Context: an optimization exercise on an open-source flow, tuned for small area. The choices shown serve that exercise and are no tape-out recipe.
The RTL was checked by simulation tests, not by an equivalence proof against the original design.
No driver is modelled on the clock port, so clocking that relies on it looks cheaper here than on a real chip.

## run 1
==> flow/design.v (excerpt) <==
module QAM(clk, rst, en, Din, IFout);
input clk, rst, en;
input Din;
output reg signed [17:0] IFout;
reg ce2;           
reg sm_ctrl;       
reg swap;          
reg [1:0] spc;     
reg sm_i, sm_q;    
reg [3:0] usi;     
reg [3:0] cnt;     
reg [8:0] sym_i, sym_q;  
reg [1:0] mix_cnt;
reg [15:0] acc;    
wire en0 = en & ce2;
wire en1 = sm_ctrl & ce2;
wire en2 = usi[3];
wire [1:0] sw = usi[1:0];
wire load = en2 & (sw == 2'd0);
wire neg = ~mix_cnt[1];                         
wire [8:0] s = mix_cnt[0] ? sym_i : sym_q;      
wire [8:0] x = s ^ {9{neg}};
wire [8:0] v;      
assign v[0] = cnt > 4'd0;
assign v[1] = cnt > 4'd1;
assign v[2] = cnt > 4'd2;
assign v[3] = cnt > 4'd3;
assign v[4] = cnt > 4'd4;
assign v[5] = cnt > 4'd5;
assign v[6] = cnt > 4'd6;
assign v[7] = cnt > 4'd7;
assign v[8] = cnt > 4'd8;
reg [15:0] g0_7;    
always @(*) begin
  case ({sw, x[0], x[7], v[0], v[7]})
    6'd0: g0_7 = 16'd341;
    6'd1: g0_7 = 16'd608;
    6'd2: g0_7 = 16'd267;
    6'd3: g0_7 = 16'd534;
    6'd4: g0_7 = 16'd341;
    6'd5: g0_7 = 16'd74;
    6'd6: g0_7 = 16'd267;
    6'd7: g0_7 = 16'd0;
    6'd8: g0_7 = 16'd341;
    6'd9: g0_7 = 16'd608;
    6'd10: g0_7 = 16'd415;
    6'd11: g0_7 = 16'd682;
    6'd12: g0_7 = 16'd341;
    6'd13: g0_7 = 16'd74;
    6'd14: g0_7 = 16'd415;
    6'd15: g0_7 = 16'd148;
    6'd16: g0_7 = 16'd233;
    6'd17: g0_7 = 16'd0;
    6'd18: g0_7 = 16'd233;
    6'd19: g0_7 = 16'd0;
    6'd20: g0_7 = 16'd233;
    6'd21: g0_7 = 16'd466;
    6'd22: g0_7 = 16'd233;
    6'd23: g0_7 = 16'd466;
    6'd24: g0_7 = 16'd233;
    6'd25: g0_7 = 16'd0;
    6'd26: g0_7 = 16'd233;
    6'd27: g0_7 = 16'd0;
    6'd28: g0_7 = 16'd233;
    6'd29: g0_7 = 16'd466;
    6'd30: g0_7 = 16'd233;
    6'd31: g0_7 = 16'd466;
    6'd32: g0_7 = 16'd276;
    6'd33: g0_7 = 16'd0;
    6'd34: g0_7 = 16'd276;
    6'd35: g0_7 = 16'd0;
    6'd36: g0_7 = 16'd276;
    6'd37: g0_7 = 16'd552;
    6'd38: g0_7 = 16'd276;
    6'd39: g0_7 = 16'd552;
    6'd40: g0_7 = 16'd276;
    6'd41: g0_7 = 16'd0;
    6'd42: g0_7 = 16'd276;
    6'd43: g0_7 = 16'd0;
    6'd44: g0_7 = 16'd276;
    6'd45: g0_7 = 16'd552;
    6'd46: g0_7 = 16'd276;
    6'd47: g0_7 = 16'd552;
    6'd48: g0_7 = 16'd204;
    6'd49: g0_7 = 16'd240;
    6'd50: g0_7 = 16'd36;
    6'd51: g0_7 = 16'd72;
    6'd52: g0_7 = 16'd204;
    6'd53: g0_7 = 16'd168;
    6'd54: g0_7 = 16'd36;
  ...
Size: about 530 cells after synthesis, ~51 flip-flops, ~22 I/O pins, roughly 4400 um2 of cells after synthesis.
==> flow/config.mk <==
export PLATFORM = sky130hd
export DESIGN_NAME = QAM
export DESIGN_NICKNAME = QAM
export VERILOG_FILES = /design/flow/design.v
export SDC_FILE = /design/flow/constraint.sdc
export NUM_CORES = 4
export LEC_CHECK = 0
export ABC_AREA = 1
export CAP_MARGIN = 20
export CORE_MARGIN = 2
export CORE_UTILIZATION = 40
export CTS_BUF_LIST = sky130_fd_sc_hd__clkbuf_8
export GPL_TIMING_DRIVEN = 0
export HOLD_SLACK_MARGIN = 0.1
export SLEW_MARGIN = 20
==> flow/constraint.sdc <==
create_clock -name core_clock -period 5.0 [get_ports {clk}]
set_input_delay 1.0000 -clock core_clock [delete_from_list [all_inputs] [get_ports {clk}]]
set_output_delay 1.0000 -clock core_clock [all_outputs]
set_load 0.01 [all_outputs]
standard.sh (not shown) runs the stock make flow with config.mk's settings and CLKGATE_MAP_FILE= SYNTH_SCRIPT=/design/flow/synth_recipe.tcl, a recipe that flattens the netlist after the stock synthesis.
==> flow/flow/run.sh <==
#!/bin/bash
# Layout flow: the standard ORFS flow (standard.sh) with these changes:
#  - Yosys's generic synthesis runs without its intermediate ABC pass (SYNTH_ARGS=-noabc),
#    so the adder tree written in the RTL reaches full-adder extraction as written;
#    registers, their names and cell types are those of the standard synthesis;
#  - the final ABC technology mapping uses an area-oriented script (flow/abc_area.script),
#    through a copy of ORFS's scripts folder that differs only in that file;
#  - after clock-tree synthesis, flow/post_cts.tcl delays the clock of the output register
#    (useful skew for the register-to-register paths into it), then runs the CTS step's
#    timing repair, which ORFS is told to skip (SKIP_CTS_REPAIR_TIMING=1);
#  - every input and output port still gets its own buffer, but the smallest one
#    (sky130_fd_sc_hd__buf_1); the resizer may still resize it.
# Each ORFS step writes its own log under orfs/logs/; make's output goes to make.log here.
set -euo pipefail
rm -rf scripts_local
cp -r "$FLOW_HOME/scripts" scripts_local
cp flow/abc_area.script scripts_local/abc_area.script
bash standard.sh SYNTH_ARGS=-noabc SCRIPTS_DIR="$PWD/scripts_local" SKIP_CTS_REPAIR_TIMING=1 \
  POST_CTS_TCL="$PWD/flow/post_cts.tcl" "BUFFER_PORTS_ARGS=-buffer_cell sky130_fd_sc_hd__buf_1" \
  "SKEW_CELLS=sky130_fd_sc_hd__clkdlybuf4s50_1 sky130_fd_sc_hd__clkdlybuf4s50_1 sky130_fd_sc_hd__clkbuf_8" finish > make.log 2>&1
==> flow/flow/abc_area.script <==
strash
&get -n
&dc2
&dc2
&put
dch -f
amap
topo
dnsize -c
==> flow/flow/post_cts.tcl <==
# Runs at the end of ORFS's CTS step (POST_CTS_TCL), which is told to skip its own timing
# repair (SKIP_CTS_REPAIR_TIMING=1); this script does that repair after the change below.
#
# Useful skew for the register-to-register paths into the output register acc (IFout):
# acc's clock pins are moved from the clock tree's leaf nets to one net that a delay cell
# and a clock buffer drive from the leaf net of acc[0]. Every path into acc comes from
# another register of the design; acc's outputs go only to the output ports, whose
# timing this makes harder, not easier. Inputs reach no acc data pin combinationally.
set block [ord::get_db_block]
set db [ord::get_db]
set accs {}
foreach inst [$block getInsts] {
  if {[string range [$inst getName] 0 3] eq "acc\\" && [$inst findITerm CLK] ne "NULL"} {
    lappend accs $inst
  }
}
puts "skew: [llength $accs] acc registers"
set first [lindex $accs 0]
set leaf [[$first findITerm CLK] getNet]
set sx 0; set sy 0
foreach inst $accs {
  lassign [$inst getLocation] x y
  set sx [expr {$sx + $x}]; set sy [expr {$sy + $y}]
}
set cx [expr {int($sx / [llength $accs])}]
set cy [expr {int($sy / [llength $accs])}]
set prev $leaf
set i 0
foreach cell $::env(SKEW_CELLS) {
  set master [$db findMaster $cell]
  set buf [odb::dbInst_create $block $master "skew_buf_$i"]
  set net [odb::dbNet_create $block "skew_net_$i"]
  $net setSigType CLOCK
  [$buf findITerm A] connect $prev
  [$buf findITerm X] connect $net
  $buf setLocation $cx $cy
  $buf setPlacementStatus PLACED
  set prev $net
  incr i
}
foreach inst $accs {
  set it [$inst findITerm CLK]
  $it disconnect
  $it connect $prev
}
set_propagated_clock [all_clocks]
estimate_parasitics -placement
set result [catch { detailed_placement } msg]
if { $result != 0 } { error "Detailed placement failed after skew: $msg" }
estimate_parasitics -placement
report_checks -path_delay max -group_path_count 1 -format end
repair_timing_helper
set result [catch { detailed_placement } msg]
if { $result != 0 } { error "Detailed placement failed after repair: $msg" }
check_placement -verbose
report_design_area
No stage failed in run 1, and the final checks on the layout all came back clean.
Relative to run 1, the following input files were edited for run 2:
Settings: HOLD_SLACK_MARGIN no longer set, was 0.1.
diff --git a/flow/flow/run.sh b/flow/flow/run.sh
--- a/flow/flow/run.sh
+++ b/flow/flow/run.sh
@@ -19,2 +19,2 @@
   POST_CTS_TCL="$PWD/flow/post_cts.tcl" "BUFFER_PORTS_ARGS=-buffer_cell sky130_fd_sc_hd__buf_1" \
-  "SKEW_CELLS=sky130_fd_sc_hd__clkdlybuf4s50_1 sky130_fd_sc_hd__clkdlybuf4s50_1 sky130_fd_sc_hd__clkbuf_8" finish > make.log 2>&1
+  "SKEW_CELLS=sky130_fd_sc_hd__clkdlybuf4s25_1 sky130_fd_sc_hd__clkdlybuf4s50_1 sky130_fd_sc_hd__clkbuf_8" finish > make.log 2>&1
==> flow/flow/abc_area.script <==
strash
dch -f
amap
topo
dnsize -c
### Flow results
Taking run 1 as the reference point, the clock skew of run 2 falls by 260 ps.
Run 2 vs. run 1: die extent in y went up 0.93%, via count went up 1.8%, post-synthesis net count went up 12.
met3 routed wirelength ended up about 13% lower on run 2 than on run 1.
Taking run 1 as the reference, in run 2 die outline area grew by 1.9%, initial standard-cell utilization of the core climbed 0.43 points.
Run 2 reports its timing endpoint of the critical path as acc[14] while run 1 reports acc[15].
Relative to run 2, the following input files were edited for run 3:
Settings: HOLD_SLACK_MARGIN: unset -> 0.1.
diff --git a/flow/flow/run.sh b/flow/flow/run.sh
--- a/flow/flow/run.sh
+++ b/flow/flow/run.sh
@@ -5,3 +5,4 @@
 #    registers, their names and cell types are those of the standard synthesis;
-#  - the final ABC technology mapping uses an area-oriented script (flow/abc_area.script),
+#  - the final ABC technology mapping uses an area-oriented script (flow/abc_area.script:
+#    a time-bounded &deepsyn restructuring, then area mapping),
 #    through a copy of ORFS's scripts folder that differs only in that file;
@@ -19,2 +20,2 @@
   POST_CTS_TCL="$PWD/flow/post_cts.tcl" "BUFFER_PORTS_ARGS=-buffer_cell sky130_fd_sc_hd__buf_1" \
-  "SKEW_CELLS=sky130_fd_sc_hd__clkdlybuf4s25_1 sky130_fd_sc_hd__clkdlybuf4s50_1 sky130_fd_sc_hd__clkbuf_8" finish > make.log 2>&1
+  "SKEW_CELLS=sky130_fd_sc_hd__clkdlybuf4s50_1 sky130_fd_sc_hd__clkdlybuf4s50_1 sky130_fd_sc_hd__clkbuf_8" finish > make.log 2>&1
==> flow/flow/abc_area.script <==
strash
&get -n
&deepsyn -T 20
&put
dch -f
amap
topo
dnsize -c
Results
- The sole clean run among run 2 and run 3 is run 2.
- Although run 3 finished all stages, its layout failed final checks on setup timing.
- When the final numbers for run 2 and run 3 were put side by side, the area of combinational cells with multiple inputs turned out to be greater in run 2.
- When run 3 is measured against run 2, its fraction of area in registers turns out 2.4 points lower.
- For synthesized instance count, dividing the value from run 2 by the value from run 3 gives 1.08.
- Run 3: inserted tap cell count 2.9% below run 2

## separate check: timing with driven ports
The results above use ideal ports. As a check the final layouts listed here were re-extracted and re-timed, cells and wires unchanged.
Step 1: set_driving_cell puts a clkbuf_16 on clk and a buf_2 on each other input, an assumption about the parent block.
Step 2, shift: input delay + t, output delay - t, t = (earliest + latest rising clock arrival at the registers) / 2. This alone moves slack from input paths to output paths.
a / b / c = ideal / step 1 / step 2; a / b = the first two.
run | shift t [ns] | setup WS [ns] | clock arrival spread, ns | slew at the worst register clock pin (ns) | worst slew at a driven data input, ns
run 1 | 0.914 | 0.391 / 0.391 / 0.391 | 1.201 / 1.201 | 0.13 / 0.13 | 0.03
run 2 | 0.800 | 0.317 / 0.317 / 0.317 | 0.940 / 0.940 | 0.10 / 0.10 | 0.03
run 3 | 0.922 | -0.335 / -0.335 / -0.335 | 1.183 / 1.184 | 0.11 / 0.11 | 0.03
In every run listed the clock reaches the registers at very different times; t lies between them, and the last value is a rough guide only.
